Context: an optimization exercise on an open-source flow, tuned for small area. The choices shown serve that exercise and are no tape-out recipe.
Function was checked by simulation only, so behaviour that the tests miss may differ from the original.
No driver is modelled on the clock port, so clock power and skew are understated where the tree is cut down; a real chip needs a root buffer or a tree.
Power figures rest on the tool's default switching activity, not on a simulated workload.

## run 1
// esaxi
module esaxi ( 
   wr_access, wr_packet, rd_access, rd_packet, rr_wait, s_axi_arready,
   s_axi_awready, s_axi_bid, s_axi_bresp, s_axi_bvalid, s_axi_rid,
   s_axi_rdata, s_axi_rlast, s_axi_rresp, s_axi_rvalid, s_axi_wready,
   wr_wait, rd_wait, rr_access, rr_packet, s_axi_aclk, s_axi_aresetn,
   s_axi_arid, s_axi_araddr, s_axi_arburst, s_axi_arcache,
   s_axi_arlock, s_axi_arlen, s_axi_arprot, s_axi_arqos, s_axi_arsize,
   s_axi_arvalid, s_axi_awid, s_axi_awaddr, s_axi_awburst,
   s_axi_awcache, s_axi_awlock, s_axi_awlen, s_axi_awprot,
   s_axi_awqos, s_axi_awsize, s_axi_awvalid, s_axi_bready,
   s_axi_rready, s_axi_wid, s_axi_wdata, s_axi_wlast, s_axi_wstrb,
   s_axi_wvalid
   );
export LEC_CHECK = 0
export ABC_AREA = 1
export CAP_MARGIN = 20
export CORE_MARGIN = 2
export CORE_UTILIZATION = 25
export PLACE_DENSITY = 0.85
export SLEW_MARGIN = 20
create_clock -name core_clock -period 10.0 [get_ports {s_axi_aclk}]
standard.sh (not shown) runs the stock make flow with config.mk's settings and CLKGATE_MAP_FILE= SYNTH_SCRIPT=/design/flow/synth_recipe.tcl, a recipe that flattens the netlist after the stock synthesis.
==> flow/flow/run.sh <==
#!/bin/bash
# Standard ORFS layout (bash standard.sh) with these changes to how the layout is made:
#  - synthesis is synth_recipe.tcl unchanged, except that Yosys's abc call maps
#    the logic with flow/area.abc (an area-oriented ABC script);
#  - port buffers use the smallest buffer cell (buf_1);
#  - constant outputs keep the one tie cell per value that synthesis made
#    (no repair_tie_fanout);
#  - the clock tree is built by flow/cts_manual.tcl (a PRE_CTS hook): groups of
#    at most MY_CTS_MAX_SINKS flip-flops, one leaf buffer per group, one root
#    buffer; the rest of the CTS step (legalisation, timing repair) is ORFS's.
set -euo pipefail
here=$(pwd)
export FLOW_SYNTH_TCL="$here/synth_recipe.tcl"
export MY_ABC_SCRIPT="$here/flow/area.abc"
export BUFFER_PORTS_ARGS="-buffer_cell sky130_fd_sc_hd__buf_1"
export SKIP_REPAIR_TIE_FANOUT=1
export PRE_CTS_TCL="$here/flow/cts_manual.tcl"
export MY_CTS_CLOCK=s_axi_aclk
export MY_CTS_LEAF=sky130_fd_sc_hd__clkbuf_8
export MY_CTS_ROOT=sky130_fd_sc_hd__clkbuf_8
export MY_CTS_MAX_SINKS=${MY_CTS_MAX_SINKS:-20}
export MY_CTS_MAX_HP_UM=${MY_CTS_MAX_HP_UM:-60}
bash standard.sh SYNTH_SCRIPT="$here/flow/synth_wrap.tcl" finish > standard_flow.log 2>&1
==> flow/flow/area.abc <==
strash
dch
amap
topo
==> flow/flow/cts_manual.tcl <==
# PRE_CTS hook: build a two-level clock tree by hand, then make the
# clock_tree_synthesis call in cts.tcl a no-op. The flip-flops are split into
# compact groups of at most MY_CTS_MAX_SINKS within a bounding box of at most
# MY_CTS_MAX_HP_UM half-perimeter (recursive cuts across the longer
# side at the sink count's proportion); each group gets a leaf buffer at its
# centre, and one root buffer at the centre of the leaves drives all leaves
# from the clock port.
set cts_max_sinks $::env(MY_CTS_MAX_SINKS)
set db [ord::get_db]
set block [ord::get_db_block]
set leaf_master [$db findMaster $::env(MY_CTS_LEAF)]
set root_master [$db findMaster $::env(MY_CTS_ROOT)]
set clk_net [$block findNet $::env(MY_CTS_CLOCK)]

set sinks {}
foreach it [$clk_net getITerms] {
  set bb [[$it getInst] getBBox]
  lappend sinks [list $it [expr {([$bb xMin] + [$bb xMax]) / 2}] [expr {([$bb yMin] + [$bb yMax]) / 2}]]
}

proc cts_split { sinks maxs maxhp } {
  set n [llength $sinks]
  set xs [lmap s $sinks {lindex $s 1}]
  set ys [lmap s $sinks {lindex $s 2}]
  set w [expr {[tcl::mathfunc::max {*}$xs] - [tcl::mathfunc::min {*}$xs]}]
  set h [expr {[tcl::mathfunc::max {*}$ys] - [tcl::mathfunc::min {*}$ys]}]
  if { $n <= $maxs && $w + $h <= $maxhp } { return [list $sinks] }
  set k [expr {max(2, ($n + $maxs - 1) / $maxs)}]
  set k1 [expr {$k / 2}]
  set axis [expr {$w >= $h ? 1 : 2}]
  set sorted [lsort -integer -index $axis $sinks]
  set n1 [expr {int(round(double($n) * $k1 / $k))}]
  return [concat [cts_split [lrange $sorted 0 [expr {$n1 - 1}]] $maxs $maxhp] \
                 [cts_split [lrange $sorted $n1 end] $maxs $maxhp]]
}

proc cts_place { inst cx cy } {
  set m [$inst getMaster]
  $inst setLocation [expr {$cx - [$m getWidth] / 2}] [expr {$cy - [$m getHeight] / 2}]
  $inst setPlacementStatus PLACED
}

set cts_max_hp [expr {int($::env(MY_CTS_MAX_HP_UM) * [$block getDbUnitsPerMicron])}]
set groups [cts_split $sinks $cts_max_sinks $cts_max_hp]
set root_net [odb::dbNet_create $block "clknet_root"]
$root_net setSigType CLOCK
set i 0
set lx 0
set ly 0
foreach g $groups {
  set cx 0
  set cy 0
  foreach s $g {
    set cx [expr {$cx + [lindex $s 1]}]
    set cy [expr {$cy + [lindex $s 2]}]
  }
  set cx [expr {$cx / [llength $g]}]
  set cy [expr {$cy / [llength $g]}]
  set lx [expr {$lx + $cx}]
  set ly [expr {$ly + $cy}]
  set leaf [odb::dbInst_create $block $leaf_master "clkbuf_leaf_$i"]
  cts_place $leaf $cx $cy
  set net [odb::dbNet_create $block "clknet_leaf_$i"]
  $net setSigType CLOCK
  foreach s $g {
    set it [lindex $s 0]
    $it disconnect
    $it connect $net
  }
  [$leaf findITerm X] connect $net
  [$leaf findITerm A] connect $root_net
  set gx [lmap s $g {lindex $s 1}]
  set gy [lmap s $g {lindex $s 2}]
  set hp [expr {([tcl::mathfunc::max {*}$gx] - [tcl::mathfunc::min {*}$gx] + [tcl::mathfunc::max {*}$gy] - [tcl::mathfunc::min {*}$gy]) / 1000.0}]
  puts "manual CTS: leaf $i with [llength $g] sinks at ($cx, $cy), half-perimeter $hp um"
  incr i
}
set root [odb::dbInst_create $block $root_master "clkbuf_root"]
cts_place $root [expr {$lx / $i}] [expr {$ly / $i}]
[$root findITerm X] connect $root_net
[$root findITerm A] connect $clk_net
$clk_net setSigType CLOCK
puts "manual CTS: $i leaves, root at ([expr {$lx / $i}], [expr {$ly / $i}])"

global_connect
set_propagated_clock [all_clocks]

proc clock_tree_synthesis { args } {
  puts "clock_tree_synthesis skipped: the clock tree was built by cts_manual.tcl"
}
Other scripts of this flow, unchanged in this note and not shown: flow/flow/synth_wrap.tcl
The inputs of run 2 differ from those of run 1 as listed below.
Settings: CORE_UTILIZATION: 25 -> 55.
-- flow/flow/run.sh --
<<< run 1, line 16
export SKIP_REPAIR_TIE_FANOUT=1
export PRE_CTS_TCL="$here/flow/cts_manual.tcl"
>>> run 2, line 16
export SKIP_REPAIR_TIE_FANOUT=1
export PLACE_PINS_ARGS="${MY_PLACE_PINS_ARGS:--min_distance 1 -min_distance_in_tracks}"
export PRE_CTS_TCL="$here/flow/cts_manual.tcl"
<<< run 1, line 20
export MY_CTS_ROOT=sky130_fd_sc_hd__clkbuf_8
export MY_CTS_MAX_SINKS=${MY_CTS_MAX_SINKS:-20}
export MY_CTS_MAX_HP_UM=${MY_CTS_MAX_HP_UM:-60}
bash standard.sh SYNTH_SCRIPT="$here/flow/synth_wrap.tcl" finish > standard_flow.log 2>&1
>>> run 2, line 21
export MY_CTS_ROOT=sky130_fd_sc_hd__clkbuf_8
export MY_CTS_MAX_SINKS=${MY_CTS_MAX_SINKS:-18}
export MY_CTS_MAX_HP_UM=${MY_CTS_MAX_HP_UM:-1000}
bash standard.sh SYNTH_SCRIPT="$here/flow/synth_wrap.tcl" finish > standard_flow.log 2>&1
==> flow/flow/area.abc <==
strash
rewrite
refactor
balance
dch
amap -m
topo
Findings:
- Run 1 and run 2 ended up with nearly the same area after synthesis.
- Summary of run 2 over run 1: post-route total power went down by about 12%; number of vias in the routed layout went down by 2.4%; final critical-path required period went down by 0.10 ns; area of all sequential standard cells was more or less identical.
- [compare] base=run 1 new=run 2: die area went down, met2 wire length now smaller.
- Relative to run 1, largest fanout on the critical path decreased by 1 in run 2.
## Diff of input files: run 3 against run 2
Settings: a change of CORE_UTILIZATION from 55 to 25.
-- flow/flow/run.sh --
<<< run 2, line 16
export SKIP_REPAIR_TIE_FANOUT=1
export PLACE_PINS_ARGS="${MY_PLACE_PINS_ARGS:--min_distance 1 -min_distance_in_tracks}"
export PRE_CTS_TCL="$here/flow/cts_manual.tcl"
>>> run 3, line 16
export SKIP_REPAIR_TIE_FANOUT=1
export PRE_CTS_TCL="$here/flow/cts_manual.tcl"
<<< run 2, line 21
export MY_CTS_ROOT=sky130_fd_sc_hd__clkbuf_8
export MY_CTS_MAX_SINKS=${MY_CTS_MAX_SINKS:-18}
export MY_CTS_MAX_HP_UM=${MY_CTS_MAX_HP_UM:-1000}
bash standard.sh SYNTH_SCRIPT="$here/flow/synth_wrap.tcl" finish > standard_flow.log 2>&1
>>> run 3, line 20
export MY_CTS_ROOT=sky130_fd_sc_hd__clkbuf_8
export MY_CTS_MAX_SINKS=${MY_CTS_MAX_SINKS:-24}
export MY_CTS_MAX_HP_UM=${MY_CTS_MAX_HP_UM:-60}
bash standard.sh SYNTH_SCRIPT="$here/flow/synth_wrap.tcl" finish > standard_flow.log 2>&1
==> flow/flow/area.abc <==
strash
dch
amap
topo
Results
- The flow did not stop early for run 3: all stages ran, and the layout cleared the timing, design-rule and antenna checks.
- [compare] base=run 2 new=run 3: cell count after placement increased about 23%; cell area rose 5.2%; overall routed net length climbed about 24%.
- What run 2 reported for count of inverters other than clock inverters in the layout has to be multiplied by 1.09 to get the figure for run 3.
- Measured against each other, run 2 and run 3 differ in synthesis-to-finish area growth, the lower figure coming from run 2.
- In run 3, the post-detailed-placement cell area came out 3.3% above the value in run 2.
- The compound-cell area share of the yosys netlist reported for run 3 is smaller than that of run 2 by 0.15 points.
- Run 2 → run 3: length in cells of the worst reg-to-reg path now larger; wire length of the first global-routing pass went up about 22%.
- Run 2 → run 3: worst hold slack now sits lower; shortest clock period the worst path allows after layout now sits higher.
--- input diff run 3..run 4 ---
Settings: CORE_UTILIZATION now 55, was 25.
-- flow/flow/run.sh --
<<< run 3, line 16
export SKIP_REPAIR_TIE_FANOUT=1
export PRE_CTS_TCL="$here/flow/cts_manual.tcl"
>>> run 4, line 16
export SKIP_REPAIR_TIE_FANOUT=1
export PLACE_PINS_ARGS="${MY_PLACE_PINS_ARGS:--min_distance 1 -min_distance_in_tracks}"
export PRE_CTS_TCL="$here/flow/cts_manual.tcl"
<<< run 3, line 20
export MY_CTS_ROOT=sky130_fd_sc_hd__clkbuf_8
export MY_CTS_MAX_SINKS=${MY_CTS_MAX_SINKS:-24}
export MY_CTS_MAX_HP_UM=${MY_CTS_MAX_HP_UM:-60}
bash standard.sh SYNTH_SCRIPT="$here/flow/synth_wrap.tcl" finish > standard_flow.log 2>&1
>>> run 4, line 21
export MY_CTS_ROOT=sky130_fd_sc_hd__clkbuf_8
export MY_CTS_MAX_SINKS=${MY_CTS_MAX_SINKS:-18}
export MY_CTS_MAX_HP_UM=${MY_CTS_MAX_HP_UM:-1000}
bash standard.sh SYNTH_SCRIPT="$here/flow/synth_wrap.tcl" finish > standard_flow.log 2>&1
## What came out
Timing, DRC, antenna: 0 failures across run 3 and run 4
Looking at data required time at the worst endpoint, run 4 sits 0.16 ns lower than run 3 does.
From run 4 to run 3, cell depth of the worst min-delay path did not move at all.
Run 3 leaves less setup margin than run 4.
Final core utilization for run 4: 32 points up relative to run 3
Run 4 vs. run 3: overall power fell about 9%, routability congestion estimate from global placement now sits lower, clock transition time at the flip-flop clock pins of the worst setup and hold paths went up by 0.03 ns, post-placement setup slack rose 0.51 ns.
What run 3 reported for final non-filler cell area has to be multiplied by 0.947 to get the figure for run 4.
Run 4: maximum frequency higher than run 3
Comparing run 3 and run 4, the lower sequential share of layout area was measured on run 3.
No run of this note takes its clock network from TritonCTS; it comes from the design's own scripts or RTL.

-- what the ideal ports hide --
In the flow no input, the clock included, has a driving cell. The finished layouts below were timed again as built, in two steps. Step 1 sets driving cells, clkbuf_16 on the clock port and buf_2 on the other inputs (assumed; they add their load-dependent delay and slew). Step 2 adds t to the input delays and takes it off the output delays; t is the mean of the earliest and latest rising clock arrival at the registers after step 1. Input paths then give back, and output paths get back, about the clock's delay inside the block. a / b / c = ideal / step 1 / step 2; a / b = the first two.
run	shift t [ns]	slack for setup (ns)	worst setup path at the end	worst slew at a driven data input, ns	pins driven straight from the clock port
run 1	0.683	2.046 / 2.064 / 1.381	input to register	0.09	1
run 2	0.484	2.146 / 2.134 / 1.649	input to register	0.07	1
run 3	0.621	2.053 / 2.070 / 1.449	input to register	0.08	1
run 4	0.486	2.276 / 2.263 / 1.777	input to register	0.06	1
After both steps setup and hold are still met in every run listed. For run 1, which loses most, drivers alone change the setup slack by +0.018 ns; drivers and shift together by -0.665 ns.
